From an optimization exercise on the open Yosys and OpenROAD flow, aimed at small area, a short achievable clock period and few clock cycles per item; shortcuts taken in it are not production practice. At most, simulation tests tie the RTL to the original design; equivalence was not proved. The RTL of runs 6 to 8 was laid out without a check of its function. Power is estimated from default activity; no workload was simulated.

===== flow/config.mk =====
export PLATFORM = sky130hd
export DESIGN_NAME = ELA
export DESIGN_NICKNAME = ELA
export VERILOG_FILES = /design/flow/design.v
export SDC_FILE = /design/flow/constraint.sdc
export NUM_CORES = 4
export LEC_CHECK = 0
export CAP_MARGIN = 20
export CORE_MARGIN = 2
export CORE_UTILIZATION = 40
export SLEW_MARGIN = 20

===== flow/design.v =====
`timescale 1ns/10ps
module ELA(clk, rst, in_data, data_rd, req, wen, addr, data_wr, done);
	input				clk;
	input				rst;
	input		[7:0]	in_data;
	input		[7:0]	data_rd;
	output				req;
	output				wen;
	output		[9:0]	addr;
	output		[7:0]	data_wr;
	output				done;
	reg ready, req, wen, done;
	reg [3:0] save_num;
	reg [4:0] count;
	reg [7:0] data_wr, a, b, c, d, e, f, d1, d2, d3, min, result;
	reg [9:0] addr, addr_count, addr_read;
	reg [1:0] currentstate, nextstate;
	parameter [1:0] req_high = 0, save_data = 1, read_data = 2, output_data = 3;
	always @(posedge clk or posedge rst) begin
		if (rst) begin
			currentstate <= req_high;
		end
		else begin
			currentstate <= nextstate;
		end
	end
	always @(*) begin
		case(currentstate)
			req_high: begin
				nextstate = save_data;
			end
			save_data: begin
				if(count == 31 && addr_count != 991)
					nextstate = req_high;
				else if (addr_count == 991)
					nextstate = read_data;
				else
					nextstate = save_data;
			end
			read_data: begin
				if (ready==1) begin
					nextstate = output_data;
				end
				else
					nextstate = read_data;
			end
			output_data:begin
				nextstate = read_data;
			end
		endcase
	end
	always @(posedge clk or posedge rst) begin
		if (rst) begin
			req <= 1'b0;
			wen <= 1'b0;
			done <= 1'b0;
			addr <= 10'b0;
			count <= 4'b0;
			save_num <= 0;
			addr_count <= 10'b0;
			addr_read <= 10'd32;
			data_wr <= 8'b0;
			ready <= 1'b0;
		end
		else begin
			case(currentstate)
				req_high: begin
					req <= 1'b1;
					wen <= 1'b0;
					done <= 1'b0;
					data_wr <= 8'b0;
					if(addr_count!=0)
						addr_count <= addr_count + 32;
				end
				save_data: begin
					req <= 1'b0;
					wen <= 1'b1;
					done <= 1'b0;
					data_wr <= in_data;
					addr <= addr_count;
					addr_count <= addr_count + 1;
					count <= count + 1;
				end
				read_data: begin
					wen <= 1'b0;
					req <= 1'b0;
					done <= 1'b0;
					if(count == 0) begin
						if (save_num == 0) begin
							ready <= 0;
							save_num <= 1;
							addr <= addr_read - 32;
						end
						else if (save_num == 1) begin
							ready <= 0;
							b <= data_rd;
							save_num <= 2;
							addr <= addr_read + 32;
						end
						else if (save_num == 2) begin
							ready <= 0;
							e <= data_rd;
							save_num <=3;
							addr <= addr_read - 31;
						end
						else if (save_num == 3) begin
							ready <= 1;
							c <= data_rd;
							save_num <= 4;
							addr <= addr_read + 33;
						end
						else if (save_num == 4) begin
							ready <= 0;
							f <= data_rd;
							save_num <= 0;
						end
					end
					else begin
						case(save_num)
							0: begin
								a <= b;
								d <= e;
								b <= c;
								e <= f;
								ready <= 0;
								save_num <= 1;
								addr <= addr_read - 31;
							end
							1: begin
								ready <= 1;
								c <= data_rd;
								save_num <= 2;
								addr <= addr_read + 33;
							end
							2:begin
								ready <= 0;
								f <= data_rd;
								save_num <= 0;
							end
						endcase
					end
				end
				output_data: begin
					req <= 1'b0;
					wen <= 1'b1;
					ready <= 1'b0;
					addr <= addr_read;
					if (addr_read > 959) begin
						done <= 1'b1;
					end
					if (count==0 || count==31)
						data_wr <= (b+e)/2;
					else begin
						data_wr <= result;
					end
					if (count == 31) begin
						addr_read <= addr_read + 33;
					end
					else begin
						addr_read <= addr_read + 1;
					end
					count <= count + 1;
				end
			endcase
		end
	end
always@(*) begin
	d1 = (a < f) ? f - a : a - f;
	d2 = (b < e) ? e - b : b - e;
	d3 = (c < d) ? d - c : c - d;
	min = d1<d2 ? d1<d3 ? d1:d3 : d2<d3 ? d2:d3;
	result = min == d2 ? (b+e) / 2 : min == d1 ? (a+f) / 2 : (c+d) / 2;
end
endmodule

===== flow/constraint.sdc =====
create_clock -name core_clock -period 6.0 [get_ports {clk}]
set_input_delay 1.2000 -clock core_clock [delete_from_list [all_inputs] [get_ports {clk}]]
set_output_delay 1.2000 -clock core_clock [all_outputs]
set_load 0.01 [all_outputs]

===== flow/run.sh =====
#!/bin/bash
# synth_recipe.tcl (not shown) runs the flow's synth.tcl, then flattens the netlist and writes it again
# the make line also repeats each setting of config.mk as NAME=value (left out here)
make -C /OpenROAD-flow-scripts/flow DESIGN_CONFIG=/design/flow/config.mk WORK_HOME=/design/flow/orfs CLKGATE_MAP_FILE= SYNTH_SCRIPT=/design/flow/synth_recipe.tcl finish

==> flow_metrics.tcl, run 1 <==
set metrics [dict create \
    status "no timing/DRC/antenna violations" \
    area.sequential_sq_um 2740 \
    yosysMostFrequentCell "ha_1" \
    synth-seq-cells 100 \
    diodes 0 \
    synth_compound_area_share_pct 21.9 \
    synthCells 1022 \
    synth_mux_area_share_pct 2.16 \
    fp.coreArea_sq_um 22600 \
    min_from "addr[2]" \
    yosys.cell_types.count 84 \
    first_pass_iters 7 \
    ys_warn_count 1 \
    cp.arrival_ps 5910 \
    clock_sinks 100 \
    synthTopCellsByArea "edfxtp_1 16%, ha_1 14%, dfrtp_1 14%" \
    r2r-end "data_wr[6]" \
    synth_adder_area_share_pct 16.3 \
    fin_setup_tns_ps 0 \
    place.gp.congestion 0.972 \
    htree_levels 3 \
    synth_top_family_by_area "compound AO/OA/AOI/OAI gates" \
    slowest_delay_ps 560 \
    synth.yosys.seq_area_share_pct 30.0 \
    cts.clk_slew.worst_paths_ps 80 \
    reg2regPathDepth 20 \
    irDropWorstVdd_mv 0.119 \
    drive_gt1_share_pct 6.22 \
    routed_wl_um 24900 \
    cp_cell_sequence "inv_1 -> ha_1 -> inv_1 -> fa_1 -> a211o_1 -> a21oi_2 -> a21o_1 -> mux2i_2 -> xnor2_4 -> ha_1 -> nand3_1 -> a21boi_0 -> o211ai_1 -> a21oi_1 -> mux2i_1 -> xnor2_1 -> o41a_1 -> or2_1 -> a2111o_1 -> nand3_1" \
    grt_max_degree 53 \
    avgViaCountPerCell 5.61 \
    max_slew_margin_pct 29.1 \
    leakage_nw 4.32 \
    rsz0062_at_grt "no" \
    ctsHoldBuffers 0 \
    path_max_fanout 8 \
    num_io_pins 39 \
    die_h_um 155 \
    drc 0 \
    min_to "addr[2]" \
    worstHoldPathCells 2 \
    async_flop_share_pct 52.0 \
    ctsResizeCount 0 \
    reg2reg_from "b[0]" \
    vias 7457 \
    power_mw 1.36 \
    reg2reg_slack_ps 370 \
    synthesis.area_per_instance_sq_um 8.95 \
    nets 1171 \
    antenna_found_initial 0 \
    fmax_mhz 178 \
    hp-class "flop to flop" \
    syn_to_final_growth_pct 10.5 \
    power_density_nw_per_um2 134 \
    syn-num-nets 1153 \
    grt_remaining_overflow 0 \
    cts_made_buffers 9 \
    ant_nets 0 \
    insertion_delay_ps 360 \
    setup_viol 0 \
    cts_setup_buffers 0 \
    first_iter_violations 530 \
    rows 55 \
    crit_type "flop to flop" \
    nFillCells 2239 \
    die_area_sq_um 24100 \
    ys_top_cells_by_count "104 x ha_1, 101 x inv_1, 81 x nand2_1, 74 x a21oi_1, 68 x o21ai_0" \
    die_w_um 155 \
    synth_edf_count 48 \
    multi_input_area_sq_um 5820 \
    skew_ps 12.4 \
    grt_pass1_vias 7284 \
    synth_area_sq_um 9150 \
    yosys.area.top_type_share_pct 15.8 \
    startpoint_type "flop" \
    fin_crit_sh_pct 93.8 \
    endpoint_kind "flop" \
    max_slew.worst_pin.slew_ps 1050 \
    slowest_stage "a21oi_1" \
    min_period_ps 5630 \
    synthFlopType "dfrtp_1" \
    drv_cap 0 \
    hold_viol_final 0 \
    cts_tree "built" \
    start_util_pct 40.5 \
    io_buffers 38 \
    cts-root-buf "clkbuf_16" \
    cts_buffer_depth 2 \
    synth-xor-area-share_pct 9.75 \
    wl_per_cell_um 18.7 \
    grt_usage_pct 21.1 \
    grt_pass1_wl_um 39800 \
    yosysTopAreaCell "edfxtp_1" \
    finalMaxSlewViolations 0 \
    dp_hpwl_um 19800 \
    yosys.area_share.simple_pct 13.3 \
    cp.required_ps 6280 \
]
## flip-flops by register name, summed over array words and instances (netlist names), 2 cells and up
register,cells
addr,10
addr_count,10
addr_read,10
a,8
b,8
c,8
d,8
data_wr,8
e,8
f,8
count,5
save_num,3
currentstate,2
## routing by layer
metal  global-route usage, %  routed length [um]  vias up
li1                        -                   -     3672
met5                       0                   0        -
met4                    9.65                1060        0
met1                    27.7               10900     3531
met3                    3.76                1340       44
met2                    33.9               11600      210
## worst max-delay path by stage
| stage | from | endpoint | slack [ps] | cells past startpoint |
|---|---|---|---|---|
| 2_1_floorplan | b[0] | data_wr[6] | 1080 | 22 |
| 3_3_place_gp | b[0] | data_wr[6] | 570 | 19 |
| 3_5_place_dp | b[0] | data_wr[3] | 480 | 20 |
| 4_1_cts | b[0] | data_wr[3] | 430 | 20 |
| 5_1_grt | c[0] | data_wr[4] | 30 | 24 |
| 6_report | b[0] | data_wr[6] | 370 | 20 |
## metrics by stage
step	cell area (sq um)	setup slack, ps	std cells	hold slack, ps	util [%]
after detailed placement	9800	482	1314	469	43.4
after floorplan	9150	1080	1022	450	-
after global placement	9800	568	1314	464	43.4
after global routing	10100	29.8	1330	519	44.8
final	10100	373	1330	477	44.8
after CTS	10100	432	1330	484	44.8
## where the power goes
part	switching (mW)	total (mW)	internal, mW
combinational	0.0165	0.0336	0.0171
sequential	0.00241	0.720	0.718
clock	0.275	0.605	0.330
total	0.294	1.36	1.06
## final cells by class
type                       count  area share (%)
tap                          285            3.53
clock inverter                 7           0.792
clock buffer                   9            2.23
inverter                     101            3.75
timing repair buffer          55            5.02
multi-input combinational    773            57.5
sequential                   100            27.1
## cell usage in the layout (no fill, tap or decap), types with 11 or more instances in the layout
cell type	n
o21ai_0	68
xor2_1	21
o21bai_1	13
nand3_1	19
nand4_1	15
edfxtp_1	48
o21a_1	12
a31oi_1	12
dfrtp_1	51
ha_1	104
o211ai_1	11
nor2b_1	11
nand2_1	81
a21oi_1	74
a21o_1	13
mux2i_1	15
clkdlybuf4s50_1	38
buf_4	17
nor3_1	16
nor2_1	52
inv_1	100
xnor2_1	67
a211oi_1	12
## critical path: cells and delay by family (launching register included)
family                   cells  cell delay [ps]
AO/OA/AOI/OAI                8             2610
XOR/XNOR                     2              220
adder cells (fa/ha/maj)      3              920
buffers and inverters        2              140
flip-flops                   1              470
multiplexers                 2              660
AND/OR/NAND/NOR              3              530
## logic make-up after synthesis
kind of cell,after synthesis
AOI/OAI and AO/OA,298
xor gates and xnor gates,94
adders and majority gates,114
buffers and inverters,149
DFF,100
muxes,19
and+or+nand+nor,248
Testbench counts, summed over its fixed seeds: cycles 119,280, frames 48.
==> run 2, diff against run 1 <==
==> flow/design.v (replaced) <==
`timescale 1ns/10ps
module ELA(clk, rst, in_data, data_rd, req, wen, addr, data_wr, done);
	input				clk;
	input				rst;
	input		[7:0]	in_data;
	input		[7:0]	data_rd;
	output	reg			req;
	output	reg			wen;
	output	reg	[9:0]	addr;
	output	reg	[7:0]	data_wr;
	output	reg			done;
	reg interp;		 
	reg rdD;		 
	reg [7:0] x;	 
	reg [7:0] a, b, d, e;	 
	wire [8:0] v = {addr[9:6], addr[4:0]};
	reg  [8:0] inc;
	always @(*) begin
		if (!interp)
			inc = (wen) ? 9'd1 : 9'd0;
		else if (wen)
			inc = 9'd2;			 
		else if (rdD)
			inc = 9'd479;		 
		else
			inc = 9'd32;		 
	end
	wire [9:0] vsum = {1'b0, v} + {1'b0, inc};
	wire [7:0] c = x;
	wire [7:0] f = data_rd;
	wire [7:0] d1 = (a < f) ? f - a : a - f;
	wire [7:0] d2 = (b < e) ? e - b : b - e;
	wire [7:0] d3 = (c < d) ? d - c : c - d;
	wire edge_col = (addr[4:1] == 4'd0);	 
	wire sel2 = edge_col || (d2 <= d1 && d2 <= d3);
	wire sel1 = d1 <= d3;
	wire [8:0] sum = sel2 ? {1'b0, b} + {1'b0, e} :
	                 sel1 ? {1'b0, a} + {1'b0, f} : {1'b0, c} + {1'b0, d};
	always @(posedge clk or posedge rst) begin
		if (rst) begin
			req <= 1'b0;
			wen <= 1'b0;
			interp <= 1'b0;
			rdD <= 1'b0;
			done <= 1'b0;
			addr <= 10'd0;
		end else begin
			req <= 1'b1;
			done <= done | (addr == 10'd959);
			if (!interp) begin
				if (req) wen <= 1'b1;
				addr <= {vsum[8:5], 1'b0, vsum[4:0]};
				if (vsum[9]) begin
					interp <= 1'b1;
					wen <= 1'b0;
				end
			end else begin
				addr <= {vsum[8:5], rdD, vsum[4:0]};
				wen <= rdD;
				rdD <= !wen && !rdD;
			end
		end
	end
	always @(posedge clk) begin
		x <= data_rd;
		data_wr <= interp ? sum[8:1] : in_data;
		if (rdD) begin
			a <= b;
			b <= x;
			d <= e;
			e <= data_rd;
		end
	end
endmodule
==> run 2 against run 1 <==
  * Non-clock buffer count down 14
  * Sequential power is 29% lower
  * Total power rose by 6.5%
  * Final area decreased by 35%
  * Via count is 43% lower
  * Synthesized cell count is 43% lower
  * Critical path type is now input port to flop
  * Largest cell class unchanged
==> flow_metrics.tcl, run 2 <==
set metrics [dict create \
    grt_pass1_vias 4490 \
    cts_made_buffers 9 \
    synth-seq-cells 63 \
    grt_remaining_overflow 0 \
    routed_wl_um 13800 \
    drv_cap 0 \
    cts_tree "built" \
    cp.arrival_ps 5720 \
    max_slew_margin_pct 37.7 \
    r2r-end "data_wr[7]" \
    irDropWorstVdd_mv 0.159 \
    io_buffers 38 \
    min_to "done" \
    leakage_nw 3.07 \
    reg2reg_slack_ps 850 \
    synth.yosys.seq_area_share_pct 29.3 \
    async_flop_share_pct 23.8 \
    slowest_stage "a211oi_1" \
    avgViaCountPerCell 5.26 \
    dpl.cell_count 792 \
    cts-root-buf "clkbuf_16" \
    yosysTopAreaCell "ha_1" \
    power_mw 1.45 \
    synth_compound_area_share_pct 17.3 \
    yosys.area_share.simple_pct 9.37 \
    dp_hpwl_um 11200 \
    rsz0062_at_grt "no" \
    fmax_mhz 182 \
    reg2regPathDepth 17 \
    cp_cell_sequence "clkdlybuf4s50_1 -> inv_1 -> fa_1 -> a21o_1 -> a21oi_2 -> o21ai_2 -> o41ai_4 -> buf_4 -> mux2i_1 -> xor2_1 -> ha_1 -> nand4_1 -> or2_2 -> o21ai_0 -> a211oi_1 -> o21ai_0 -> o221a_2" \
    synthFlopType "edfxtp_1" \
    slowest_delay_ps 800 \
    synthTopCellsByArea "ha_1 23%, edfxtp_1 17%, dfrtp_1 6.6%" \
    syn-num-nets 713 \
    antenna_found_initial 0 \
    hold_viol_final 0 \
    skew_ps 7.62 \
    ctsHoldBuffers 0 \
    fin_area_sq_um 6540 \
    hp-class "flop to flop" \
    die_area_sq_um 15100 \
    start_util_pct 40.9 \
    die_w_um 123 \
    reg2reg_from "b[0]" \
    diodes 0 \
    yosysMostFrequentCell "ha_1" \
    first_iter_violations 203 \
    nets 753 \
    ant_nets 0 \
    finalNonFillerCells 808 \
    fin_setup_tns_ps 0 \
    clock_sinks 63 \
    min_from "done" \
    htree_levels 3 \
    grt_pass1_wl_um 22500 \
    synthesis.area_per_instance_sq_um 9.69 \
    cts_buffer_depth 2 \
    top_register "addr" \
    fp.coreArea_sq_um 13800 \
    endpoint_kind "flop" \
    crit_type "input port to flop" \
    ys_top_cells_by_count "102 x ha_1, 86 x inv_1, 45 x a21oi_1, 34 x xnor2_1, 32 x edfxtp_1" \
    power_density_nw_per_um2 221 \
    cts_setup_buffers 0 \
    ctsResizeCount 0 \
    max_slew.worst_pin.slew_ps 930 \
    synth-xor-area-share_pct 6.67 \
    syn_to_final_growth_pct 15.7 \
    first_pass_iters 4 \
    cpMostUsedCell "o21ai_0" \
    synth_edf_count 32 \
    status "no timing/DRC/antenna violations" \
    cts.clk_slew.worst_paths_ps 50 \
    synth_top_family_by_area "adder cells" \
    synth_adder_area_share_pct 26.1 \
    fin_crit_sh_pct 91.5 \
    grt_usage_pct 19.6 \
    synthCells 583 \
    num_io_pins 39 \
    synth_area_sq_um 5650 \
    vias 4247 \
    worstHoldPathCells 1 \
    final_common_cell "ha_1" \
    fin_ws_ps 509 \
    place.gp.congestion 0.873 \
    largest_register_ffs 10 \
    path_max_fanout 8 \
    wl_per_cell_um 17.1 \
    yosys.cell_types.count 51 \
    drive_gt1_share_pct 5.89 \
    dp_slack_ps 275 \
    ys_warn_count 1 \
    startpoint_type "input port" \
    finalMaxSlewViolations 0 \
    final_cell_mix "102 x ha_1, 86 x inv_1, 45 x a21oi_1" \
    synth_mux_area_share_pct 4.50 \
    setup_viol 0 \
    die_h_um 123 \
    min_period_ps 5490 \
    yosys.area.top_type_share_pct 22.6 \
    cp.required_ps 6220 \
    grt_max_degree 37 \
    drc 0 \
    rows 43 \
    insertion_delay_ps 340 \
    placed_area_sq_um 6220 \
]
[run 2: metrics by stage]
stage          util, %  hold WS (ps)
2_1_floorplan        -           443
3_5_place_dp      45.0           456
5_1_grt           47.3           507
4_1_cts           47.3           473
3_3_place_gp      45.0           458
6_report          47.3           466
[run 2: per-layer routing]
metal / up-vias / part of all wire [%] / GRT usage, %
met3: 14 / 4.0 / 3.58
met5: - / 0 / 0
met1: 2046 / 48 / 26.4
li1: 2114 / - / -
met2: 73 / 46 / 32.3
met4: 0 / 1.6 / 5.46
[run 2: layout make-up]
cell class / instances / area (sq um)
fillers: 1305 / 7290
multi-input cells: 422 / 3620
flip-flops and latches: 63 / 1660
repair buffers: 41 / 403
inverters: 86 / 323
clock buffers: 13 / 272
well taps: 180 / 225
clock inverters: 3 / 38.8
[run 2: cells by family (layout without fill, tap and decap cells)]
| kind of cell | Yosys count | in the layout |
|---|---|---|
| xor+xnor | 43 | 43 |
| fa+ha+maj | 112 | 112 |
| buf+inv | 98 | 143 |
| compound gates | 136 | 136 |
| flops | 63 | 63 |
| mux | 25 | 25 |
| simple gates | 105 | 105 |
| other cells | 1 | 1 |
[run 2: worst max path at each step]
stage                            end  cells past startpoint  slack, ps       start
after global placement    data_wr[7]                     18        400  data_rd[0]
final                     data_wr[7]                     17        510  data_rd[1]
after detailed placement  data_wr[7]                     17        270  data_rd[1]
after CTS                 data_wr[7]                     17        560  data_rd[1]
after global routing      data_wr[7]                     17        190  data_rd[1]
after floorplan           data_wr[2]                     17       1270  data_rd[0]
[run 2: power breakdown]
part	total, mW	switching, mW	internal, mW
sequential	0.514	0.0329	0.481
clock	0.548	0.191	0.356
combinational	0.385	0.199	0.186
total	1.45	0.423	1.02
[run 2: worst max-delay path: cells and delay by family]
family                   cells  cell delay (ps)
AO/OA/AOI/OAI                8             2110
AND/OR/NAND/NOR              2              230
buffers and inverters        3              970
XOR/XNOR                     1              190
multiplexers                 1              320
adder cells (fa/ha/maj)      2              710
Testbench counts of run 2, summed over its fixed seeds: cycles 93,984, frames 48.
==> run 3, diff against run 2 <==
==> flow/design.v (replaced) <==
`timescale 1ns/10ps
module ELA(clk, rst, in_data, data_rd, req, wen, addr, data_wr, done);
	input				clk;
	input				rst;
	input		[7:0]	in_data;
	input		[7:0]	data_rd;
	output	reg			req;
	output	reg			wen;
	output	reg	[9:0]	addr;
	output	reg	[7:0]	data_wr;
	output	reg			done;
	reg interp;		 
	reg rdD;		 
	reg [7:0] x;	 
	reg [7:0] a, b, d, e, f;	 
	reg [7:0] m, hs;
	reg edg;		 
	wire ru = interp & ~wen & ~rdD;
	wire [8:0] v = {addr[9:6], addr[4:0]};
	reg  [8:0] inc;
	always @(*) begin
		if (!interp)
			inc = (!wen) ? 9'd0 : (&v) ? 9'd33 : 9'd1;
		else if (wen)
			inc = 9'd2;			 
		else if (rdD)
			inc = 9'd478;		 
		else
			inc = 9'd33;		 
	end
	wire [8:0] vn = v + inc;
	wire [7:0] P = wen ? b : rdD ? x : a;
	wire [7:0] Q = wen ? e : rdD ? d : f;
	wire [8:0] t = {1'b0, P} - {1'b0, Q};
	wire [7:0] ad = t[8] ? -t[7:0] : t[7:0];
	wire [8:0] sm = {1'b0, P} + {1'b0, Q};
	wire ge = ({1'b0, P} >= {1'b0, Q} + {1'b0, m}) | ({1'b0, Q} >= {1'b0, P} + {1'b0, m});	 
	wire le = ge | edg;
	wire edge_col = &addr[4:1];		 
	always @(posedge clk or posedge rst) begin
		if (rst) begin
			req <= 1'b0;
			wen <= 1'b0;
			interp <= 1'b0;
			rdD <= 1'b0;
			done <= 1'b0;
			addr <= 10'd0;
		end else begin
			req <= 1'b1;
			done <= done | (addr == 10'd959);
			if (!interp) begin
				if (req) wen <= 1'b1;
				addr <= {vn[8:5], 1'b0, vn[4:0]};
				if (wen && (&v)) begin
					interp <= 1'b1;
					wen <= 1'b0;
					rdD <= 1'b1;
				end
			end else begin
				addr <= {vn[8:5], rdD, vn[4:0]};
				wen <= rdD;
				rdD <= ru;
			end
		end
	end
	always @(posedge clk) begin
		x <= data_rd;
		data_wr <= !interp ? in_data : le ? hs : sm[8:1];
		if (wen || !le) begin
			m <= ad;
			hs <= sm[8:1];
		end
		if (wen) edg <= edge_col;
		if (rdD) begin
			a <= b;
			b <= x;
			d <= e;
			e <= f;
			f <= data_rd;
		end
	end
endmodule
--- a/flow/config.mk
+++ b/flow/config.mk
@@ -10,2 +10,3 @@
 export CORE_UTILIZATION = 40
+export SETUP_SLACK_MARGIN = 2.5
 export SLEW_MARGIN = 20
==> run 3 against run 2 <==
  * Register-to-register slack improved by 1300 ps
  * Largest cell class unchanged
  * Via count shrank 14%
  * Final area rose by 0.59%
  * Critical path depth stayed put
  * Critical endpoint is now m[0]
  * First-iteration DRC count shrank 7.9%
  * Sequential share of layout area grew 11 points
  * Combinational power is about 50% lower
  * Clock skew rose by 0.91 ps
  * Critical path type is now flop to flop
==> flow_metrics.tcl, run 3 <==
set metrics [dict create \
    clock_sinks 88 \
    cts.clk_slew.worst_paths_ps 60 \
    htree_levels 3 \
    final_core_util_pct 51.7 \
    nets 628 \
    cpMostUsedCell "and3_4" \
    grt_remaining_overflow 0 \
    fin_crit_sh_pct 64.3 \
    wl_met3_um 247 \
    synth_area_sq_um 5270 \
    power_frac_comb_pct 13.6 \
    synthTopCellsByArea "edfxtp_1 32%, ha_1 14%, dfrtp_1 7.1%" \
    hold_viol_final 0 \
    leakage_nw 2.66 \
    path_max_fanout 8 \
    ys_warn_count 1 \
    grt_pass1_wl_um 18600 \
    crit_type "flop to flop" \
    syn-num-nets 557 \
    synthFlopType "edfxtp_1" \
    dp_slack_ps 1190 \
    cts_buffer_depth 2 \
    yosys.area.top_type_share_pct 32.5 \
    drc 0 \
    highest_layer "met4" \
    rows 41 \
    cp.arrival_ps 3910 \
    cts-root-buf "clkbuf_16" \
    antenna_found_initial 0 \
    routed_wl_um 11500 \
    final_common_cell "edfxtp_1" \
    ctsHoldBuffers 0 \
    die_area_sq_um 14100 \
    first_pass_iters 5 \
    yosys.cell_types.count 61 \
    skew_ps 8.53 \
    hp-class "flop to flop" \
    grt_usage_pct 17.1 \
    syn_to_final_growth_pct 24.7 \
    fin_ws_ps 2140 \
    cp_cell_sequence "mux2i_1 -> o21a_2 -> inv_2 -> ha_4 -> a21o_1 -> a21oi_2 -> nor2b_1 -> o21a_1 -> o41ai_2 -> xor2_1 -> ha_1 -> and3_4 -> a221oi_4 -> o21ai_2 -> and3_4 -> nor2_4 -> or2_4" \
    reg2reg_slack_ps 2140 \
    die_w_um 119 \
    ys_top_cells_by_count "57 x edfxtp_1, 57 x ha_1, 42 x inv_1, 32 x nand2_1, 30 x nor2_1" \
    die_h_um 119 \
    status "no timing/DRC/antenna violations" \
    slowest_delay_ps 530 \
    power_mw 1.42 \
    io_buffers 38 \
    cts_made_buffers 9 \
    wl_met1_um 5390 \
    place.gp.congestion 0.834 \
    top_register "addr" \
    power_density_nw_per_um2 216 \
    p_seq_share_pct 49.5 \
    avgViaCountPerCell 5.05 \
    synth-seq-cells 88 \
    startpoint_type "flop" \
    yosysTopAreaCell "edfxtp_1" \
    wl_met2_um 5590 \
    synthesis.area_per_instance_sq_um 11.1 \
    path_delay_family "compound AO/OA/AOI/OAI gates" \
    synth_edf_count 57 \
    async_flop_share_pct 17.0 \
    slowest_stage "dfrtp_4" \
    drive_gt1_share_pct 20.3 \
    path_buf_inv 1 \
    fp.coreArea_sq_um 12700 \
    setup_viol 0 \
    switchingPower_uw 334 \
    synth.yosys.seq_area_share_pct 45.7 \
    placed_area_sq_um 5830 \
    finalMaxSlewViolations 0 \
    finalNonFillerCells 725 \
    max_slew.worst_pin.slew_ps 887 \
    fin_setup_tns_ps 0 \
    dp_hpwl_um 8240 \
    ant_nets 0 \
    rsz0062_at_grt "yes" \
    first_iter_violations 187 \
    min_period_ps 3860 \
    largest_register_ffs 10 \
    cp.required_ps 6050 \
    endpoint_kind "flop" \
    wl_per_cell_um 15.8 \
    vias 3659 \
    switching_share_pct 23.5 \
    insertion_delay_ps 340 \
    grt_max_degree 31 \
    start_util_pct 41.4 \
    diodes 0 \
    num_io_pins 39 \
    p_clk_share_pct 36.9 \
    fmax_mhz 259 \
    final_cell_mix "57 x edfxtp_1, 51 x ha_1, 38 x clkdlybuf4s50_1" \
    drv_cap 0 \
    irDropWorstVdd_mv 0.165 \
    p_int_mw 1.09 \
    grt_pass1_vias 3638 \
    synthCells 477 \
    timing.hold.ws_ps 434 \
    dpl.cell_count 673 \
    fin_area_sq_um 6570 \
    max_slew_margin_pct 40.9 \
    cts_tree "built" \
]
## run 3: cell types whose count changed after synthesis, moves of 7 or more
cell | previous run | this run
nor3_1 | 19 | 7
ha_1 | 102 | 57
nand2_1 | 18 | 32
or2_2 | 7 | 0
nand3_1 | 0 | 9
edfxtp_1 | 32 | 57
xnor2_1 | 34 | 22
inv_1 | 86 | 42
a221oi_1 | 8 | 0
a21oi_1 | 45 | 20
o21bai_1 | 16 | 3
o21a_1 | 2 | 16
## run 3: cells by family (layout without fill, tap and decap cells)
kind of cell,Yosys count,in the layout,synth area share (%)
DFF,88,88,45.7
and+or+nand+nor,117,118,11.2
xor gates and xnor gates,33,33,5.48
buffers and inverters,57,132,4.39
muxes,18,18,3.47
other,1,1,0.0711
AOI/OAI and AO/OA,101,101,14.3
adders and majority gates,62,62,15.4
## run 3: power groups by stage
stage | logic, mW | clock network, mW | registers [mW]
final | 0.193 | 0.524 | 0.702
after floorplan | 0.0900 | 0 | 0.721
after global placement | 0.183 | 0 | 0.715
after CTS | 0.194 | 0.539 | 0.703
after detailed placement | 0.188 | 0 | 0.716
after global routing | 0.211 | 0.566 | 0.706
## run 3: path summary, 6_finish.rpt
check                      from  endpoint  cells past startpoint
max in group asynchronous   rst       rdD                      2
max reg2reg                 rdD      m[0]                     17
max                         rdD      m[0]                     17
min                        x[2]      b[2]                      0
min in group asynchronous   rst       req                      2
min reg2reg                x[2]      b[2]                      0
## run 3: layer usage
layer | up-vias | GRT usage [%]
met5 | - | 0
met4 | 0 | 6.92
li1 | 1846 | -
met2 | 43 | 28.0
met1 | 1755 | 22.1
met3 | 15 | 3.52
## run 3: layout make-up
| type | instances | area (sq um) |
|---|---|---|
| timing repair buffer | 74 | 679 |
| fill | 1166 | 6150 |
| tap | 172 | 215 |
| sequential | 88 | 2410 |
| multi-input combinational | 333 | 2820 |
| inverter | 42 | 160 |
| clock buffer | 11 | 253 |
| clock inverter | 5 | 31.3 |
## run 3: what timing repair did
action                     CTS  global route
gates cloned                 1             0
gates resized for setup     42             6
setup buffers               27             8
setup endpoints to repair   27            24
pin swaps                   28             3
Testbench counts of run 3, summed over its fixed seeds: cycles 94,080, frames 48.
==> run 4, diff against run 3 <==
--- a/flow/config.mk
+++ b/flow/config.mk
@@ -10,3 +10,3 @@
 export CORE_UTILIZATION = 40
-export SETUP_SLACK_MARGIN = 2.5
+export SETUP_SLACK_MARGIN = 3.5
 export SLEW_MARGIN = 20
==> run 4 against run 3 <==
  * Clock skew rose by 0.66 ps
  * Via count rose by 4.2%
  * First-iteration DRC count fell by 20%
  * Final area rose by 8.0%
  * Register-to-register slack got worse by 40 ps
  * Sequential power barely moved
  * Hold slack improved by 3.6 ps
  * Maximum frequency fell by 0.95%
  * Highest routed layer unchanged
==> flow_metrics.tcl, run 4 <==
set metrics [dict create \
    cts_made_buffers 9 \
    fin_setup_tns_ps 0 \
    grt_pass1_wl_um 19600 \
    synthesis.area_per_instance_sq_um 11.1 \
    rows 41 \
    final_cell_mix "57 x edfxtp_1, 51 x buf_4, 45 x ha_1" \
    r2r-end "m[0]" \
    skew_ps 9.19 \
    synth_edf_count 57 \
    worstHoldPathCells 0 \
    die_area_sq_um 14100 \
    top_register "addr" \
    ant_nets 0 \
    syn_to_final_growth_pct 34.7 \
    startpoint_type "flop" \
    finalMaxSlewViolations 0 \
    nets 653 \
    grt_remaining_overflow 0 \
    met3_usage_pct 3.91 \
    fp.coreArea_sq_um 12700 \
    fin_crit_sh_pct 65.0 \
    synthCells 477 \
    cp.required_ps 6060 \
    synthTopCellsByArea "edfxtp_1 32%, ha_1 14%, dfrtp_1 7.1%" \
    endpoint_kind "flop" \
    max_slew.worst_pin.slew_ps 718 \
    reg2regPathDepth 17 \
    drv_cap 0 \
    power_density_nw_per_um2 204 \
    status "no timing/DRC/antenna violations" \
    yosys.cell_types.count 61 \
    async_flop_share_pct 17.0 \
    irDropWorstVdd_mv 0.196 \
    grt_use_met2_pct 28.8 \
    first_iter_violations 150 \
    reg2reg_from "rdD" \
    antenna_found_initial 0 \
    crit_type "flop to flop" \
    yosys.area.top_type_share_pct 32.5 \
    min_period_ps 3900 \
    gr-max-usage-layer "met2" \
    avgViaCountPerCell 5.08 \
    syn-num-nets 557 \
    fmax_mhz 257 \
    clock_sinks 88 \
    reg2reg_slack_ps 2100 \
    drive_gt1_share_pct 31.5 \
    insertion_delay_ps 350 \
    rsz0062_at_grt "yes" \
    wl_per_cell_um 16.3 \
    cts.clk_slew.worst_paths_ps 60 \
    hold_viol_final 0 \
    min_to "b[7]" \
    start_util_pct 41.4 \
    finalNonFillerCells 750 \
    die_w_um 119 \
    first_pass_iters 4 \
    max_slew_margin_pct 51.6 \
    vias 3811 \
    synth-seq-cells 88 \
    routed_wl_um 12200 \
    ys_top_cells_by_count "57 x edfxtp_1, 57 x ha_1, 42 x inv_1, 32 x nand2_1, 30 x nor2_1" \
    ctsHoldBuffers 0 \
    min_from "x[7]" \
    grt_pass1_vias 3787 \
    cts_buffer_depth 2 \
    ys_warn_count 1 \
    final_core_util_pct 55.8 \
    dp_hpwl_um 8130 \
    path_max_fanout 8 \
    largest_register_ffs 10 \
    setup_viol 0 \
    synth.yosys.seq_area_share_pct 45.7 \
    htree_levels 3 \
    io_buffers 38 \
    grt_max_degree 31 \
    cts_tree "built" \
    hp-class "flop to flop" \
    met1_usage_pct 23.2 \
    num_io_pins 39 \
    final_common_cell "edfxtp_1" \
    drc 0 \
    place.gp.congestion 0.897 \
    grt_usage_pct 18.0 \
    dpl.cell_count 673 \
    cp.arrival_ps 3950 \
    diodes 0 \
    leakage_nw 2.94 \
    yosysTopAreaCell "edfxtp_1" \
    cts-root-buf "clkbuf_16" \
    die_h_um 119 \
    synth_area_sq_um 5270 \
    synthFlopType "edfxtp_1" \
]
-- run 4: stage by stage --
step	power (mW)	hold slack, ps	cell area (sq um)	worst slack (ps)
after floorplan	0.811	408	5310	1760
after global placement	0.898	418	5830	1310
after detailed placement	0.901	422	5830	1180
after CTS	1.44	438	6840	2170
after global routing	1.52	454	7100	1970
final	1.45	437	7100	2100
-- run 4: logic make-up (layout without fill, tap and decap cells) --
group	Yosys count	count (layout)	synth area share [%]
simple gates	117	118	11.2
compound gates	101	101	14.3
flops	88	88	45.7
fa+ha+maj	62	62	15.4
buf+inv	57	157	4.39
xor+xnor	33	33	5.48
mux	18	18	3.47
other cells	1	1	0.0711
-- run 4: area by class of cell --
cell class	count	area, sq um
Clock inverter	6	35.0
Timing Repair Buffer	99	923
Sequential cell	88	2420
Tap cell	172	215
Fill cell	1136	5620
Inverter	42	160
Clock buffer	10	239
Multi-Input combinational cell	333	3110
-- run 4: worst max path at each step --
| stage | depth (start not counted) | endpoint | startpoint | slack [ps] |
|---|---|---|---|---|
| after floorplan | 18 | hs[0] | rdD | 1760 |
| after global placement | 17 | m[0] | rdD | 1310 |
| after detailed placement | 18 | m[1] | rdD | 1180 |
| after CTS | 17 | m[1] | rdD | 2170 |
| after global routing | 17 | m[0] | rdD | 1970 |
| final | 17 | m[0] | rdD | 2100 |
-- run 4: worst max-delay path, stage by stage, from the launching register on --
cell and delay, ps:
dfrtp_4 530, mux2i_1 140, o21a_2 240, inv_2 80, ha_4 190, a21o_1 170
a21oi_2 170, nor2b_1 60, o21a_1 200, o41ai_2 260, xor2_1 190, ha_1 280
and3_4 170, a221oi_2 230, o21ai_2 100, and3_4 220, nor2_4 160, or2_4 220
-- run 4: routing by layer --
| metal | part of all wire, % | up-vias |
|---|---|---|
| li1 | - | 1895 |
| met1 | 45 | 1836 |
| met2 | 48 | 59 |
| met3 | 3.7 | 21 |
| met4 | 2.8 | 0 |
| met5 | 0 | - |
-- run 4: repair_timing --
action / 4_1_cts / 5_1_grt
setup endpoints to repair: 48 / 50
buffers inserted: 46 / 14
pin swaps: 47 / 20
cloned: 1 / 0
gates resized for setup: 98 / 35
-- run 4: report_power, final --
part / leakage, nW / internal, mW / total, mW / switching, mW
Clock: 0.134 / 0.288 / 0.517 / 0.229
Sequential: 0.859 / 0.675 / 0.702 / 0.0273
Combinational: 1.95 / 0.131 / 0.232 / 0.101
Total: 2.94 / 1.09 / 1.45 / 0.357
==> run 5, diff against run 4 <==
--- a/flow/config.mk
+++ b/flow/config.mk
@@ -10,3 +10,2 @@
 export CORE_UTILIZATION = 40
-export SETUP_SLACK_MARGIN = 3.5
 export SLEW_MARGIN = 20
==> run 5 against run 4 <==
  * Sequential share of layout area rose by 5.1 points
  * Core utilization fell by 7.4 points
  * Total power rose by 1.8%
  * Final area fell by 13%
  * Critical path depth did not move
  * Combinational power fell by 19%
==> flow_metrics.tcl, run 5 <==
set metrics [dict create \
    status "no timing/DRC/antenna violations" \
    fin_ws_ps 987 \
    grt_pass1_vias 3638 \
    r2r-end "m[3]" \
    die_area_sq_um 14100 \
    synthFlopType "edfxtp_1" \
    top_register "addr" \
    htree_levels 3 \
    final_cell_mix "57 x ha_1, 57 x edfxtp_1, 42 x inv_1" \
    power_density_nw_per_um2 240 \
    reg2regPathDepth 17 \
    endpoint_kind "flop" \
    grt_usage_pct 16.3 \
    die_h_um 119 \
    ys_top_cells_by_count "57 x edfxtp_1, 57 x ha_1, 42 x inv_1, 32 x nand2_1, 30 x nor2_1" \
    reg2reg_slack_ps 990 \
    fin_crit_sh_pct 83.6 \
    place.gp.congestion 0.845 \
    rows 41 \
    cts_setup_buffers 0 \
    cts.clk_slew.worst_paths_ps 60 \
    synth-seq-cells 88 \
    syn_to_final_growth_pct 16.7 \
    synthCells 477 \
    synthTopCellsByArea "edfxtp_1 32%, ha_1 14%, dfrtp_1 7.1%" \
    finalMaxSlewViolations 0 \
    grt_pass1_wl_um 18000 \
    antenna_found_initial 0 \
    hold_viol_final 0 \
    ys_warn_count 1 \
    clock_sinks 88 \
    setup_viol 0 \
    synthesis.area_per_instance_sq_um 11.1 \
    wl_per_cell_um 15.3 \
    dp_slack_ps 992 \
    grt_max_degree 31 \
    min_period_ps 5010 \
    drc 0 \
    cp.arrival_ps 4990 \
    ant_nets 0 \
    num_io_pins 39 \
    syn-num-nets 557 \
    io_buffers 38 \
    cts_tree "built" \
    diodes 0 \
    synth_edf_count 57 \
    drive_gt1_share_pct 7.85 \
    grt_remaining_overflow 0 \
    fp.coreArea_sq_um 12700 \
    crit_start "rdD" \
    reg2reg_from "rdD" \
    irDropWorstVdd_mv 0.180 \
    ctsHoldBuffers 0 \
    first_pass_iters 4 \
    cp.required_ps 5980 \
    fin_setup_tns_ps 0 \
    start_util_pct 41.4 \
    yosys.area.top_type_share_pct 32.5 \
    avgViaCountPerCell 5.05 \
    yosysTopAreaCell "edfxtp_1" \
    vias 3502 \
    path_max_fanout 18 \
    startpoint_type "flop" \
    synth.yosys.seq_area_share_pct 45.7 \
    max_slew.worst_pin.slew_ps 874 \
    dp_hpwl_um 8430 \
    synth_area_sq_um 5270 \
    yosys.cell_types.count 61 \
    fmax_mhz 199 \
    async_flop_share_pct 17.0 \
    nets 597 \
    insertion_delay_ps 350 \
    cts_made_buffers 9 \
    hp-class "flop to flop" \
    cts-root-buf "clkbuf_16" \
    skew_ps 9.01 \
    rsz0062_at_grt "no" \
    leakage_nw 2.50 \
    cts_buffer_depth 2 \
    first_iter_violations 165 \
    max_slew_margin_pct 41.8 \
    largest_register_ffs 10 \
    crit_type "flop to flop" \
    ctsResizeCount 0 \
    routed_wl_um 10600 \
    drv_cap 0 \
    die_w_um 119 \
    crit_path_end "m[3]" \
]
[run 5: cell counts after synthesis]
Identical to the previous run, type by type.
[run 5: cell families (layout without fill, tap and decap cells)]
kind of cell,Yosys count,after routing,share of synthesized area [%]
other,1,1,0.0711
AND/OR/NAND/NOR,117,117,11.2
flip-flops,88,88,45.7
buffers and inverters,57,102,4.39
adder cells (fa/ha/maj),62,62,15.4
XOR/XNOR,33,33,5.48
multiplexers,18,18,3.47
AO/OA/AOI/OAI,101,101,14.3
[run 5: power breakdown]
part	switching [mW]	leakage, nW	internal, mW	total (mW)
combinational	0.0813	1.49	0.106	0.187
clock	0.224	0.148	0.362	0.586
sequential	0.0289	0.862	0.675	0.703
[run 5: how the worst min path moves through the flow]
stage / cells past startpoint / endpoint / start / slack, ps
floorplan: 0 / b[0] / x[0] / 410
global placement: 0 / b[4] / x[4] / 430
detailed placement: 0 / b[4] / x[4] / 430
CTS: 0 / b[4] / x[4] / 440
global route: 0 / b[4] / x[4] / 450
finish: 0 / b[4] / x[4] / 440
[run 5: layout make-up]
| class | instances | area, sq um |
|---|---|---|
| fill | 1238 | 6570 |
| sequential | 88 | 2410 |
| clock buffer | 10 | 229 |
| timing repair buffer | 44 | 425 |
| inverter | 42 | 158 |
| multi-input combinational | 332 | 2630 |
| clock inverter | 6 | 83.8 |
| tap | 172 | 215 |
[run 5: per-stage QoR]
| stage | hold slack (ps) | power (mW) | cells | utilization (%) | cell area, sq um |
|---|---|---|---|---|---|
| 2_1_floorplan | 408 | 0.811 | 477 | - | 5270 |
| 3_3_place_gp | 430 | 0.898 | 678 | 45.9 | 5840 |
| 3_5_place_dp | 430 | 0.904 | 678 | 45.9 | 5840 |
| 4_1_cts | 444 | 1.49 | 694 | 48.4 | 6150 |
| 5_1_grt | 451 | 1.54 | 694 | 48.4 | 6150 |
| 6_report | 438 | 1.48 | 694 | 48.4 | 6150 |
[run 5: layer usage]
metal,part of all wire [%],vias up,GRT usage (%)
met5,0,-,0
met4,3.2,0,7.89
met3,2.9,23,3.96
met2,45,47,25.6
met1,48,1649,21.0
li1,-,1783,-
[run 5: worst max-delay path, stage by stage (launching register included)]
cell	delay (ps)
dfrtp_2	600
mux2i_1	230
o21a_1	310
inv_1	140
ha_1	290
a21o_1	180
a21oi_1	230
nor2b_1	80
o21a_1	200
o41ai_2	260
xor2_1	180
ha_1	270
and3_1	210
a221oi_2	230
o21ai_1	130
and3_4	220
nor2_4	250
or2_1	620
==> run 6, diff against run 5 <==
--- a/flow/design.v
+++ b/flow/design.v
@@ -17,3 +17,3 @@
 	reg edg;		 
-	wire ru = interp & ~wen & ~rdD;
+	reg ru;			 
 	wire [8:0] v = {addr[9:6], addr[4:0]};
@@ -31,4 +31,4 @@
 	wire [8:0] vn = v + inc;
-	wire [7:0] P = wen ? b : rdD ? x : a;
-	wire [7:0] Q = wen ? e : rdD ? d : f;
+	wire [7:0] P = ({8{wen}} & b) | ({8{ru}} & a) | ({8{rdD}} & x);
+	wire [7:0] Q = ({8{wen}} & e) | ({8{ru}} & f) | ({8{rdD}} & d);
 	wire [8:0] t = {1'b0, P} - {1'b0, Q};
@@ -36,3 +36,8 @@
 	wire [8:0] sm = {1'b0, P} + {1'b0, Q};
-	wire ge = ({1'b0, P} >= {1'b0, Q} + {1'b0, m}) | ({1'b0, Q} >= {1'b0, P} + {1'b0, m});	 
+	wire [7:0] cs_s = P ^ Q ^ m;
+	wire [7:0] cs_1 = (P & ~Q) | (P & ~m) | (~Q & ~m);
+	wire [7:0] cs_2 = (Q & ~P) | (Q & ~m) | (~P & ~m);
+	wire [9:0] r1 = {2'b0, cs_s} + {1'b0, cs_1, 1'b0} + 10'd2;
+	wire [9:0] r2 = {2'b0, cs_s} + {1'b0, cs_2, 1'b0} + 10'd2;
+	wire ge = r1[9] | r2[9];
 	wire le = ge | edg;
@@ -45,2 +50,3 @@
 			rdD <= 1'b0;
+			ru <= 1'b0;
 			done <= 1'b0;
@@ -62,2 +68,3 @@
 				rdD <= ru;
+				ru <= wen;
 			end
--- a/flow/config.mk
+++ b/flow/config.mk
@@ -10,2 +10,3 @@
 export CORE_UTILIZATION = 40
+export SETUP_SLACK_MARGIN = 3.5
 export SLEW_MARGIN = 20
==> run 6 against run 5 <==
  * Sequential power about the same
  * Sequential share of layout area down 3.9 points
  * Combinational power up 16%
  * Setup slack better by 1300 ps
  * Cell count unchanged
  * Largest cell class unchanged
==> flow_metrics.tcl, run 6 <==
set metrics [dict create \
    status "no timing/DRC/antenna violations" \
    irDropWorstVdd_mv 0.186 \
    synth_edf_count 57 \
    dp_hpwl_um 7350 \
    insertion_delay_ps 340 \
    cts-root-buf "clkbuf_16" \
    top_register "addr" \
    die_area_sq_um 13200 \
    fp.coreArea_sq_um 12000 \
    first_pass_iters 5 \
    ys_warn_count 1 \
    cts_buffer_depth 2 \
    nets 619 \
    yosys.cell_types.count 53 \
    reg2reg_from "rdD" \
    fmax_mhz 269 \
    crit_path_end "data_wr[2]" \
    fin_setup_tns_ps 0 \
    fin_crit_sh_pct 61.9 \
    ant_nets 0 \
    yosysMostFrequentCell "edfxtp_1" \
    finalMaxSlewViolations 0 \
    place.gp.congestion 0.812 \
    startpoint_type "flop" \
    syn_to_final_growth_pct 41.0 \
    synth-seq-cells 89 \
    ctsHoldBuffers 0 \
    hp-class "flop to flop" \
    routed_wl_um 11500 \
    ys_top_cells_by_count "57 x edfxtp_1, 49 x ha_1, 45 x inv_1, 32 x nor2_1, 24 x a21oi_1" \
    cts_tree "built" \
    cts_made_buffers 9 \
    cp.required_ps 6230 \
    skew_ps 7.49 \
    crit_type "flop to flop" \
    hold_viol_final 0 \
    final_common_cell "buf_4" \
    max_slew_margin_pct 58.6 \
    rsz0062_at_grt "yes" \
    setup_viol 0 \
    yosys.area.top_type_share_pct 34.9 \
    crit_start "rdD" \
    placed_area_sq_um 5580 \
    power_mw 1.53 \
    synthCells 421 \
    largest_register_ffs 10 \
    avgViaCountPerCell 5.20 \
    power_density_nw_per_um2 221 \
    synth.yosys.seq_area_share_pct 49.5 \
    leakage_nw 2.96 \
    antenna_found_initial 0 \
    r2r-end "data_wr[2]" \
    grt_pass1_wl_um 18500 \
    path_max_fanout 6 \
    htree_levels 3 \
    start_util_pct 40.9 \
    grt_pass1_vias 3610 \
    vias 3607 \
    io_buffers 38 \
    min_period_ps 3720 \
    diodes 0 \
    synthesis.area_per_instance_sq_um 11.7 \
    die_h_um 115 \
    drive_gt1_share_pct 33.5 \
    max_slew.worst_pin.slew_ps 620 \
    grt_remaining_overflow 0 \
    synthFlopType "edfxtp_1" \
    reg2regPathDepth 15 \
    cp.arrival_ps 3950 \
    clock_sinks 89 \
    grt_usage_pct 18.3 \
    cts.clk_slew.worst_paths_ps 70 \
    final_cell_mix "63 x buf_4, 57 x edfxtp_1, 42 x inv_1" \
    rows 40 \
    async_flop_share_pct 18.0 \
    synth_area_sq_um 4910 \
    drv_cap 0 \
    num_io_pins 39 \
    die_w_um 115 \
    first_iter_violations 239 \
    fin_area_sq_um 6920 \
    grt_max_degree 31 \
    endpoint_kind "flop" \
    yosysTopAreaCell "edfxtp_1" \
    syn-num-nets 498 \
    wl_per_cell_um 16.6 \
    drc 0 \
    synthTopCellsByArea "edfxtp_1 35%, ha_1 12%, dfrtp_1 8.2%" \
    reg2reg_slack_ps 2280 \
]
==> run 6: cell count changes in the layout (fill, tap and decap cells not counted), moves of 7 or more <==
cell | previous run | this run
a21oi_2 | 1 | 8
a222oi_1 | 0 | 12
buf_4 | 6 | 63
buf_6 | 0 | 13
ha_1 | 57 | 38
mux2i_1 | 16 | 6
nand2_1 | 32 | 12
o21a_1 | 16 | 3
o21ai_0 | 19 | 7
xnor2_1 | 22 | 15
==> run 6: repair_timing <==
item	in CTS	in global routing
gates resized for setup	66	36
setup endpoints to repair	46	47
cloned	1	0
setup buffers	59	18
pin swaps	60	35
==> run 6: cells by family after synthesis <==
family,count (synthesis),share of synthesized area [%]
and+or+nand+nor,82,8.03
AOI/OAI and AO/OA,95,13.9
muxes,10,2.22
other,1,0.0764
adders and majority gates,59,16.6
buffers and inverters,56,4.51
DFF,89,49.5
xor gates and xnor gates,29,5.17
==> run 6: critical path, cell delays in order (launching register included) <==
cell and delay, ps:
dfrtp_4 520, a222oi_1 400, inv_1 160, buf_4 170
nand2_1 140, a21oi_2 80, ha_1 300, ha_1 300
o21a_1 170, o211ai_1 250, nor2_1 70, o31a_1 140
nor3_4 230, buf_12 140, mux2_4 290, mux2_4 250
==> run 6: layer usage <==
layer	share of wire, %	wire, um	GRT usage [%]	up-vias
li1	-	-	-	1754
met1	46	5280	25.5	1767
met2	50	5690	29.4	74
met3	3.3	379	3.32	12
met4	1.3	145	5.86	0
met5	0	0	0	-
==> run 6: worst min path at each step <==
stage,startpoint,endpoint,cells past startpoint
3_3_place_gp,x[5],b[5],0
2_1_floorplan,x[0],b[0],0
3_5_place_dp,x[5],b[5],0
5_1_grt,x[0],b[0],0
4_1_cts,x[2],b[2],0
6_report,x[2],b[2],0
==> run 6: final cells by class <==
| type | instances | area [sq um] |
|---|---|---|
| fillers | 977 | 5090 |
| clock inverters | 5 | 87.6 |
| multi-input cells | 277 | 2710 |
| inverters | 47 | 186 |
| clock buffers | 11 | 233 |
| well taps | 147 | 184 |
| repair buffers | 118 | 1080 |
| flip-flops and latches | 89 | 2440 |
==> run 6: where the power goes <==
group / total [mW] / internal (mW) / switching (mW)
clock: 0.607 / 0.370 / 0.237
combinational: 0.217 / 0.126 / 0.0906
sequential: 0.706 / 0.681 / 0.0245
total: 1.53 / 1.18 / 0.352
==> run 6: through the flow <==
stage / instances / setup WS [ps] / hold slack, ps / utilization [%]
floorplan: 421 / 1900 / 408 / -
global placement: 600 / 1290 / 427 / 46.5
detailed placement: 600 / 1110 / 422 / 46.5
CTS: 676 / 2340 / 444 / 55.2
global route: 694 / 2120 / 466 / 57.6
finish: 694 / 2280 / 444 / 57.6
==> run 7, diff against run 6 <==
--- a/flow/config.mk
+++ b/flow/config.mk
@@ -10,3 +10,3 @@
 export CORE_UTILIZATION = 40
-export SETUP_SLACK_MARGIN = 3.5
+export SETUP_SLACK_MARGIN = 2.5
 export SLEW_MARGIN = 20
==> run 7 against run 6 <==
  * Still clean on timing, DRC and antenna
  * Via count is 2.8% lower
  * Setup slack worse by 24 ps
  * Critical path depth up 2
  * Non-clock buffer count shrank 25
  * Synthesized cell count unchanged
  * First-iteration DRC count down 23%
  * Clock power decreased by 7.2%
  * Sequential share of layout area rose by 2.6 points
  * Core utilization fell by 3.9 points
  * Critical endpoint is now data_wr[4]
  * Largest cell class unchanged
==> flow_metrics.tcl, run 7 <==
set metrics [dict create \
    final_common_cell "edfxtp_1" \
    max_slew.worst_pin.slew_ps 614 \
    min_from "x[2]" \
    hold_viol_final 0 \
    ys_top_cells_by_count "57 x edfxtp_1, 49 x ha_1, 45 x inv_1, 32 x nor2_1, 24 x a21oi_1" \
    avgViaCountPerCell 5.24 \
    synth-seq-cells 89 \
    fin_area_sq_um 6450 \
    power_density_nw_per_um2 227 \
    setup_viol 0 \
    reg2reg_from "rdD" \
    skew_ps 6.14 \
    rows 40 \
    wl_met1_um 4990 \
    grt_pass1_wl_um 17600 \
    ys_warn_count 1 \
    die_h_um 115 \
    synth_edf_count 57 \
    reg2reg_slack_ps 2260 \
    drc 0 \
    cts_buffer_depth 2 \
    fmax_mhz 267 \
    nFillCells 1042 \
    synthTopCellsByArea "edfxtp_1 35%, ha_1 12%, dfrtp_1 8.2%" \
    leakage_nw 2.72 \
    first_pass_iters 7 \
    drv_cap 0 \
    wl_per_cell_um 15.9 \
    syn-num-nets 498 \
    die_w_um 115 \
    startpoint_type "flop" \
    cts_made_buffers 9 \
    io_buffers 38 \
    fin_crit_sh_pct 62.3 \
    start_util_pct 40.9 \
    yosysTopAreaCell "edfxtp_1" \
    endpoint_kind "flop" \
    path_max_fanout 7 \
    ctsHoldBuffers 0 \
    async_flop_share_pct 18.0 \
    finalMaxSlewViolations 0 \
    dp_slack_ps 1440 \
    synthFlopType "edfxtp_1" \
    cts_tree "built" \
    cts.clk_slew.worst_paths_ps 70 \
    min_to "b[2]" \
    crit_type "flop to flop" \
    antenna_found_initial 0 \
    grt_remaining_overflow 0 \
    yosys.area.top_type_share_pct 34.9 \
    grt_max_degree 31 \
    htree_levels 3 \
    synthCells 421 \
    die_area_sq_um 13200 \
    yosys.cell_types.count 53 \
    insertion_delay_ps 350 \
    highest_layer "met4" \
    rsz0062_at_grt "yes" \
    placed_area_sq_um 5550 \
    irDropWorstVdd_mv 0.175 \
    grt_pass1_vias 3549 \
    first_iter_violations 183 \
    fin_setup_tns_ps 0 \
    largest_register_ffs 10 \
    synth.yosys.seq_area_share_pct 49.5 \
    grt_usage_pct 17.3 \
    reg2regPathDepth 17 \
    place.gp.congestion 0.827 \
    wl_met3_um 334 \
    synth_area_sq_um 4910 \
    cp.arrival_ps 3970 \
    yosysMostFrequentCell "edfxtp_1" \
    final_core_util_pct 53.7 \
    hp-class "flop to flop" \
    top_register "addr" \
    r2r-end "data_wr[4]" \
    cp.required_ps 6230 \
    clock_sinks 89 \
    status "no timing/DRC/antenna violations" \
    nets 594 \
    syn_to_final_growth_pct 31.3 \
    cts-root-buf "clkbuf_16" \
    vias 3506 \
    wl_met2_um 5210 \
    final_cell_mix "57 x edfxtp_1, 45 x buf_4, 44 x inv_1" \
    synthesis.area_per_instance_sq_um 11.7 \
    worstHoldPathCells 0 \
    num_io_pins 39 \
    ant_nets 0 \
    diodes 0 \
    dp_hpwl_um 7270 \
    routed_wl_um 10600 \
    min_period_ps 3740 \
    fp.coreArea_sq_um 12000 \
    fin_ws_ps 2260 \
    drive_gt1_share_pct 23.0 \
    max_slew_margin_pct 59.0 \
]
## run 7: cell counts after synthesis
No cell type changed its count.
## run 7: per-stage QoR
stage | total power, mW | hold WS (ps) | std cells
floorplan | 0.812 | 408 | 421
detailed placement | 0.903 | 426 | 601
global placement | 0.900 | 423 | 601
CTS | 1.48 | 443 | 662
finish | 1.46 | 442 | 669
global route | 1.52 | 460 | 669
## run 7: area by class of cell
type                    instances  area (sq um)  area share, %
repair buffers                 93           852           13.2
inverters                      47           179           2.77
clock buffers                  11           254           3.94
multi-input cells             277          2490           38.7
well taps                     147           184           2.85
flip-flops and latches         89          2440           37.9
clock inverters                 5          42.5          0.660
## run 7: what timing repair did
action | 4_1_cts | 5_1_grt
pin swaps | 34 | 19
setup buffers | 44 | 7
cloned | 1 | 0
setup endpoints to repair | 31 | 33
resized for setup | 35 | 13
## run 7: worst max-delay path, stage by stage (launching register included)
cell	delay, ps
dfrtp_4	520
a222oi_1	400
inv_1	180
ha_4	210
inv_4	60
o31ai_4	70
xnor2_1	130
buf_4	160
buf_6	120
xnor2_2	130
ha_1	270
o21a_1	170
o2111ai_1	170
a21oi_1	70
nor3_2	260
buf_6	160
mux2_4	290
mux2_4	250
## run 7: worst max-delay path by stage
stage,to,start,slack [ps],cells past startpoint
2_1_floorplan,hs[0],rdD,1900,13
3_3_place_gp,data_wr[2],rdD,1570,13
3_5_place_dp,data_wr[4],rdD,1440,13
4_1_cts,data_wr[4],rdD,2320,13
5_1_grt,data_wr[4],rdD,2100,17
6_report,data_wr[4],rdD,2260,17
## run 7: logic make-up (layout without fill, tap and decap cells)
kind of cell	after synthesis	count (layout)	share of synthesized area, %
multiplexers	10	10	2.22
buffers and inverters	56	156	4.51
XOR/XNOR	29	29	5.17
other	1	1	0.0764
adder cells (fa/ha/maj)	59	59	16.6
AND/OR/NAND/NOR	82	83	8.03
AO/OA/AOI/OAI	95	95	13.9
flip-flops	89	89	49.5
## run 7: metal layers
metal / GRT usage [%] / vias to the layer above
met5: 0 / -
met4: 4.98 / 0
met3: 3.95 / 10
met2: 28.7 / 59
met1: 22.9 / 1729
li1: - / 1708
## run 7: report_power, final
part           switching [mW]  internal (mW)
registers              0.0275          0.681
clock network           0.250          0.313
logic                  0.0797          0.110
==> run 8, diff against run 7 <==
--- a/flow/design.v
+++ b/flow/design.v
@@ -13,7 +13,7 @@
 	reg rdD;		 
-	reg [7:0] x;	 
+	reg ru;			 
 	reg [7:0] a, b, d, e, f;	 
+	reg [7:0] P, Q;	 
 	reg [7:0] m, hs;
 	reg edg;		 
-	reg ru;			 
 	wire [8:0] v = {addr[9:6], addr[4:0]};
@@ -31,4 +31,2 @@
 	wire [8:0] vn = v + inc;
-	wire [7:0] P = ({8{wen}} & b) | ({8{ru}} & a) | ({8{rdD}} & x);
-	wire [7:0] Q = ({8{wen}} & e) | ({8{ru}} & f) | ({8{rdD}} & d);
 	wire [8:0] t = {1'b0, P} - {1'b0, Q};
@@ -41,4 +39,3 @@
 	wire [9:0] r2 = {2'b0, cs_s} + {1'b0, cs_2, 1'b0} + 10'd2;
-	wire ge = r1[9] | r2[9];
-	wire le = ge | edg;
+	wire le = r1[9] | r2[9] | edg;
 	wire edge_col = &addr[4:1];		 
@@ -57,3 +54,4 @@
 			if (!interp) begin
-				if (req) wen <= 1'b1;
+				ru <= req;
+				wen <= ru;
 				addr <= {vn[8:5], 1'b0, vn[4:0]};
@@ -63,2 +61,3 @@
 					rdD <= 1'b1;
+					ru <= 1'b0;
 				end
@@ -73,12 +72,19 @@
 	always @(posedge clk) begin
-		x <= data_rd;
-		data_wr <= !interp ? in_data : le ? hs : sm[8:1];
-		if (wen || !le) begin
+		data_wr <= le ? hs : sm[8:1];
+		if (wen || !interp || !le) begin
 			m <= ad;
-			hs <= sm[8:1];
+			hs <= interp ? sm[8:1] : in_data;
 		end
-		if (wen) edg <= edge_col;
+		if (!interp)
+			edg <= 1'b1;
+		else if (wen)
+			edg <= edge_col;
+		if (ru)
+			P <= data_rd;
+		else if (wen)
+			P <= a;
+		Q <= ru ? d : f;
 		if (rdD) begin
 			a <= b;
-			b <= x;
+			b <= P;
 			d <= e;
--- a/flow/config.mk
+++ b/flow/config.mk
@@ -10,3 +10,3 @@
 export CORE_UTILIZATION = 40
-export SETUP_SLACK_MARGIN = 2.5
+export SETUP_SLACK_MARGIN = 3.8
 export SLEW_MARGIN = 20
==> run 8 against run 7 <==
  * Via count is 6.9% lower
  * Die area is 4.7% higher
  * Largest cell class unchanged
  * Maximum frequency is 31% higher
  * Final area is 6.8% higher
  * Count of clock-buffer cells in the layout is 3 higher
  * Global-route usage is 1.0 points lower
  * Total power is 44% higher
  * Non-clock buffer count is 1 higher
  * Wire length is 3.7% higher
  * Sequential power is 14% higher
  * Flip-flop and latch count is 8 higher
  * Largest power group unchanged
  * Highest routed layer unchanged
  * First-iteration DRC count is 30% higher
==> flow_metrics.tcl, run 8 <==
set metrics [dict create \
    place.gp.congestion 0.881 \
    crit_type "flop to flop" \
    hp-class "flop to flop" \
    final_core_util_pct 54.8 \
    antenna_found_initial 0 \
    final_cell_mix "64 x edfxtp_1, 48 x buf_4, 40 x ha_1" \
    fmax_mhz 349 \
    grt_usage_pct 16.3 \
    rows 41 \
    synthesis.area_per_instance_sq_um 12.7 \
    start_util_pct 41.0 \
    cp.arrival_ps 3110 \
    cts_tree "built" \
    cts_made_buffers 9 \
    area.sequential_sq_um 2670 \
    diodes 0 \
    avgViaCountPerCell 4.79 \
    fin_ws_ps 3140 \
    synth_area_sq_um 5150 \
    cp.required_ps 6250 \
    synthTopCellsByArea "edfxtp_1 37%, ha_1 13%, dfrtp_1 7.8%" \
    fp.coreArea_sq_um 12600 \
    grt_remaining_overflow 0 \
    wl_per_cell_um 16.2 \
    cts.clk_slew.worst_paths_ps 70 \
    grt_pass1_vias 3291 \
    setup_viol 0 \
    power_density_nw_per_um2 305 \
    routed_wl_um 11000 \
    syn-num-nets 492 \
    skew_ps 10.8 \
    dp_slack_ps 2710 \
    yosysMostFrequentCell "edfxtp_1" \
    num_io_pins 39 \
    leakage_nw 2.88 \
    drc 0 \
    dp_hpwl_um 6880 \
    yosys.area.top_type_share_pct 37.3 \
    drv_cap 0 \
    nets 592 \
    hold_viol_final 0 \
    yosys.cell_types.count 45 \
    startpoint_type "flop" \
    top_register "addr" \
    status "no timing/DRC/antenna violations" \
    ant_nets 0 \
    endpoint_kind "flop" \
    worstHoldPathCells 0 \
    die_area_sq_um 13800 \
    final_common_cell "edfxtp_1" \
    finalMaxSlewViolations 0 \
    vias 3265 \
    ctsHoldBuffers 0 \
    path_max_fanout 3 \
    htree_levels 3 \
    cts-root-buf "clkbuf_16" \
    first_pass_iters 4 \
    synth.yosys.seq_area_share_pct 51.7 \
    power_mw 2.10 \
    synth-seq-cells 97 \
    max_slew_margin_pct 45.1 \
    syn_to_final_growth_pct 33.8 \
    multi_input_area_sq_um 2730 \
    dpl.cell_count 608 \
    rsz0062_at_grt "yes" \
    insertion_delay_ps 360 \
    async_flop_share_pct 16.5 \
    ys_warn_count 1 \
    die_w_um 117 \
    min_period_ps 2860 \
    fin_setup_tns_ps 0 \
    yosysTopAreaCell "edfxtp_1" \
    io_buffers 38 \
    nFillCells 1068 \
    ys_top_cells_by_count "64 x edfxtp_1, 53 x ha_1, 48 x inv_1, 31 x nor2_1, 19 x xnor2_1" \
    cts_buffer_depth 2 \
    synthCells 404 \
    die_h_um 117 \
    synth_edf_count 64 \
    first_iter_violations 238 \
    clock_sinks 97 \
    largest_register_ffs 10 \
    grt_pass1_wl_um 17100 \
    reg2regPathDepth 11 \
    finalNonFillerCells 681 \
    fin_crit_sh_pct 47.7 \
    synthFlopType "edfxtp_1" \
    grt_max_degree 23 \
    max_slew.worst_pin.slew_ps 824 \
    drive_gt1_share_pct 35.6 \
    irDropWorstVdd_mv 0.148 \
]
## run 8: cell families after synthesis
family | after synthesis | share of synthesized area (%)
multiplexers | 27 | 5.79
AO/OA/AOI/OAI | 59 | 7.75
other | 1 | 0.0729
XOR/XNOR | 29 | 4.93
AND/OR/NAND/NOR | 67 | 6.25
buffers and inverters | 54 | 3.99
flip-flops | 97 | 51.7
adder cells (fa/ha/maj) | 70 | 19.5
## run 8: routing by layer
layer  vias to the layer above  routed length, um  track usage (%)
li1                       1580                  -                -
met1                      1626               4950             20.5
met2                        44               5470             26.7
met3                        15                385             4.38
met4                         0                216             6.48
met5                         -                  0                0
## run 8: report_power, final
part | internal, mW | leakage (nW) | switching, mW
combinational | 0.377 | 1.79 | 0.355
clock | 0.318 | 0.142 | 0.242
sequential | 0.768 | 0.952 | 0.0376
## run 8: layout make-up
type / instances / share of cell area, %
sequential: 97 / 38.8
clock inverter: 2 / 0.164
tap: 172 / 3.12
multi-input combinational: 254 / 39.6
inverter: 48 / 2.65
clock buffer: 14 / 4.00
timing repair buffer: 94 / 11.6
## run 8: stage by stage
step	hold WS, ps	cell area (sq um)
5_1_grt	424	6890
6_report	419	6890
3_5_place_dp	406	5780
2_1_floorplan	400	5210
3_3_place_gp	404	5780
4_1_cts	420	6550
## run 8: final timing paths
check / start / to / slack [ps]
worst max-delay path: P[7] / data_wr[6] / 3140
worst min-delay path: e[4] / d[4] / 420
worst max register to register: P[7] / data_wr[6] / 3140
worst min register to register: e[4] / d[4] / 420
max in group asynchronous: rst / rdD / 4310
min in group asynchronous: rst / addr[5] / 1230
## run 8: repair_timing
item / 4_1_cts / 5_1_grt
pin swaps: 19 / 33
resized for setup: 73 / 53
endpoints found under the setup margin: 62 / 50
cloned: 1 / 0
buffers inserted: 40 / 16
## run 8: critical path, stage by stage (launching register included)
cell and delay (ps):
edfxtp_1 360, inv_2 60, fa_2 620, ha_4 230
ha_4 240, nand3_1 100, nand4_1 170, a221oi_4 230
o21ai_2 100, a31oi_4 210, buf_6 150, mux2_4 290

## static timing again, ports no longer ideal
The flow's constraints put no driver on any port. The routed layouts listed below were extracted and timed again, unchanged, in two steps.
Step 1: set_driving_cell puts a clkbuf_16 on clk and a buf_2 on each other input, an assumption about the parent block.
Step 2 moves the port delays by t, midway between the first and last clock arrival at a register: inputs arrive t later, outputs are due t later. That takes back most of the time a late clock gives input paths.
Three values: ideal, step 1, step 2; two values: the first two.
run	t (ns)	setup slack, ns	worst setup path at the end	cell pins on the clock port's net
run 1	0.393	0.373 / 0.373 / 0.373	register to register	1
run 2	0.374	0.509 / 0.516 / 0.141	input to register	1
run 3	0.381	2.140 / 2.140 / 2.140	register to register	1
run 4	0.387	2.103 / 2.103 / 2.103	register to register	1
run 5	0.382	0.987 / 0.987 / 0.987	register to register	1
run 6	0.377	2.284 / 2.284 / 2.284	register to register	1
run 7	0.379	2.260 / 2.260 / 2.260	register to register	1
run 8	0.392	3.138 / 3.138 / 3.138	register to register	1
After both steps setup and hold are still met in every run listed. The setup slack of run 2, which loses most, moves by +0.007 ns with the drivers and by -0.368 ns with both steps.
